Source: an optimization exercise on an open RTL-to-GDS flow (aim: small area). Production flows keep margins and buffers that such runs may drop.
In this exercise RTL edits were held to simulation tests only and were not proved equivalent to the original.
The clock input has no modelled driver; a real chip could not lean on it and would need a root buffer or a full tree.
No activity file was given, so power comes from the tool's default toggle rates.

## top
module top
  (
    input               pclk,
    input               presetn,
    input   [31:0]      paddr,
    input   [31:0]      pwdata,
    input               psel,
    input               pwrite,
    input               penable,
    output  [31:0]      prdata
  );
==> flow/config.mk <==
export PLATFORM = sky130hd
export DESIGN_NAME = top
export DESIGN_NICKNAME = top
export VERILOG_FILES = /design/flow/design.v
export SDC_FILE = /design/flow/constraint.sdc
export NUM_CORES = 4
export LEC_CHECK = 0
export ABC_AREA = 1
export CAP_MARGIN = 20
export CORE_MARGIN = 2
export CORE_UTILIZATION = 40
export GPL_TIMING_DRIVEN = 0
export SLEW_MARGIN = 20
export SYNTH_HIERARCHICAL = 1
==> flow/constraint.sdc <==
create_clock -name core_clock -period 5.0 [get_ports {pclk}]
set_input_delay 1.0000 -clock core_clock [delete_from_list [all_inputs] [get_ports {pclk}]]
set_output_delay 1.0000 -clock core_clock [all_outputs]
set_load 0.01 [all_outputs]
standard.sh (not shown) runs the stock make flow with config.mk's settings and CLKGATE_MAP_FILE= SYNTH_SCRIPT=/design/flow/synth_recipe.tcl, a recipe that flattens the netlist after the stock synthesis.
==> flow/flow/run.sh <==
#!/bin/bash
# Standard ORFS layout with these changes: ABC maps for area with
# flow/area.abc (registers untouched), ports are buffered with the smallest
# buffer, CTS inserts no dummy loads and uses small buffers, and after CTS a
# clock tree is rebuilt as a root and eight leaf buffers (flow/post_cts.tcl).
set -euo pipefail
export AREA_ABC_SCRIPT="$PWD/flow/area.abc"
export BUFFER_PORTS_ARGS="-buffer_cell sky130_fd_sc_hd__buf_1"
export CTS_ARGS="-sink_clustering_enable -repair_clock_nets -dont_use_dummy_load -buf_list sky130_fd_sc_hd__clkbuf_4"
export POST_CTS_TCL="$PWD/flow/post_cts.tcl"
bash standard.sh "SYNTH_SCRIPT=$PWD/flow/synth.tcl" "BUFFER_PORTS_ARGS=$BUFFER_PORTS_ARGS" \
  "CTS_ARGS=$CTS_ARGS" "POST_CTS_TCL=$POST_CTS_TCL" finish > standard_flow.log 2>&1
Other scripts of this flow, unchanged in this note and not shown: flow/flow/area.abc, flow/flow/clock_tree.tcl, flow/flow/post_cts.tcl, flow/flow/synth.tcl
The starting point finished clean.
Edit:
--- a/flow/flow/run.sh
+++ b/flow/flow/run.sh
@@ -2,6 +2,7 @@
 # Standard ORFS layout with these changes: ABC maps for area with
 # flow/area.abc (registers untouched), ports are buffered with the smallest
-# buffer, CTS inserts no dummy loads and uses small buffers, and after CTS a
-# clock tree is rebuilt as a root and eight leaf buffers (flow/post_cts.tcl).
+# buffer, and after CTS the clock tree is rebuilt as one root and eight leaf
+# buffers (flow/post_cts.tcl, flow/clock_tree.tcl). Each tool's output goes
+# to standard_flow.log here and to ORFS's own logs under orfs/logs.
 set -euo pipefail
 export AREA_ABC_SCRIPT="$PWD/flow/area.abc"
What happened:
- The changed run finished with timing, DRC and antenna clean
- sequential cell count does not change
- worst setup slack is unchanged
- sequential power is about the same
Edit:
- CELL_PAD_IN_SITES_DETAIL_PLACEMENT: unset -> 1
- CELL_PAD_IN_SITES_GLOBAL_PLACEMENT: unset -> 1
Clock skew does not change.
Setup slack is worse by 0.028 ns.
Design area barely changes.
Synthesized area does not change.
Routed wire length is higher by 11%.
Flip-flop and latch count stays the same.
Utilization barely changes.

---

Another version of the RTL of top (not shown whole).
Size in the first run: about 310 cells after synthesis, ~100 I/O pins.
==> flow/config.mk <==
export PLATFORM = sky130hd
export DESIGN_NAME = top
export DESIGN_NICKNAME = top
export VERILOG_FILES = /design/flow/design.v
export SDC_FILE = /design/flow/constraint.sdc
export NUM_CORES = 4
export LEC_CHECK = 0
export ABC_AREA = 1
export CAP_MARGIN = 20
export CORE_MARGIN = 2
export CORE_UTILIZATION = 40
export SLEW_MARGIN = 20
export SYNTH_HIERARCHICAL = 1
==> flow/constraint.sdc <==
create_clock -name core_clock -period 5.0 [get_ports {pclk}]
set_input_delay 1.0000 -clock core_clock [delete_from_list [all_inputs] [get_ports {pclk}]]
set_output_delay 1.0000 -clock core_clock [all_outputs]
set_load 0.01 [all_outputs]
==> flow/flow/run.sh <==
#!/bin/bash
# Standard ORFS layout with these changes: ABC maps for area with
# flow/area.abc (registers untouched), ports are buffered with the smallest
# buffer, CTS inserts no dummy loads and uses small buffers, and after CTS a
# clock buffer with slow sink slews is upsized (flow/post_cts.tcl).
set -euo pipefail
export AREA_ABC_SCRIPT="$PWD/flow/area.abc"
export BUFFER_PORTS_ARGS="-buffer_cell sky130_fd_sc_hd__buf_1"
export CTS_ARGS="-sink_clustering_enable -repair_clock_nets -dont_use_dummy_load -buf_list sky130_fd_sc_hd__clkbuf_4"
export POST_CTS_TCL="$PWD/flow/post_cts.tcl"
bash standard.sh "SYNTH_SCRIPT=$PWD/flow/synth.tcl" "BUFFER_PORTS_ARGS=$BUFFER_PORTS_ARGS" \
  "CTS_ARGS=$CTS_ARGS" "POST_CTS_TCL=$POST_CTS_TCL" finish > standard_flow.log 2>&1
==> flow/flow/area.abc <==
strash
&get -n
&dch
&nf -R 1000
&put
mfs2
strash
&get -n
&dch
&nf -R 1000
&put
==> flow/flow/post_cts.tcl <==
set_propagated_clock [all_clocks]
estimate_parasitics -placement
set n_up 0
foreach inst [get_cells clkbuf_*] {
  if { [get_property $inst ref_name] ne "sky130_fd_sc_hd__clkbuf_4" } { continue }
  set worst 0
  foreach out [get_pins -of_objects $inst -filter "direction==output"] {
    foreach p [get_pins -of_objects [get_nets -of_objects $out] -filter "direction==input"] {
      set s [get_property $p slew_max]
      if { $s > $worst } { set worst $s }
    }
  }
  if { $worst > 0.095 } {
    puts "post_cts: [get_full_name $inst] sink slew $worst, using clkbuf_8"
    replace_cell $inst sky130_fd_sc_hd__clkbuf_8
    incr n_up
  }
}
puts "post_cts: upsized $n_up clock buffers"
if { $n_up > 0 } {
  detailed_placement
  check_placement -verbose
}
==> flow/flow/synth.tcl <==
proc synth {args} { yosys synth -nofsm -noshare {*}$args }
# Same as synth_recipe.tcl, except that ABC maps with flow/area.abc.
proc abc {args} {
  set i [lsearch -exact $args -script]
  if { $i >= 0 } {
    set args [lreplace $args [expr {$i + 1}] [expr {$i + 1}] $::env(AREA_ABC_SCRIPT)]
  }
  yosys abc {*}$args
}
source $::env(SCRIPTS_DIR)/synth.tcl
# left out here: clear keep_hierarchy, flatten, clean up, hide names made inside functions, write 1_2_yosys.v
Rerun with:
- CAP_MARGIN: 20 -> 5
- GPL_TIMING_DRIVEN: default -> 0
- SLEW_MARGIN: 20 -> 5
=> The changed run went through all stages and came out clean. Setup slack is worse by 0.044 ns. Worst hold slack is better by 0.014 ns. Area after synthesis is unchanged. Via count climbs by 2.3%.

==> re-timing with driven ports <==
The flow's constraints put no driver on any port. The routed layouts listed below were extracted and timed again, unchanged, in two steps. Step 1 assumes that a clkbuf_16 drives the clock port and a buf_2 every other input. Step 2 also shifts input and output timing later by t, the mid clock arrival at the registers, as if the neighbouring blocks saw the same clock. Slacks: ideal / step 1 / step 2; pairs: ideal / step 1.
run	shift t [ns]	setup WS [ns]	worst setup path at the end	worst data-port slew with drivers (ns)
the first run of note 1	0.504	1.494 / 1.458 / 1.121	input to register	0.06
the second run of note 1	0.504	1.494 / 1.458 / 1.121	input to register	0.06
the third run of note 1	0.506	1.466 / 1.433 / 1.155	input to register	0.06
the first run of note 2	0.431	1.780 / 1.747 / 1.485	input to register	0.05
the second run of note 2	0.417	1.737 / 1.749 / 1.332	input to register	0.06
After both steps every run listed still meets setup and hold. For the second run of note 2, which loses most, drivers alone change the setup slack by +0.012 ns; drivers and shift together by -0.405 ns.
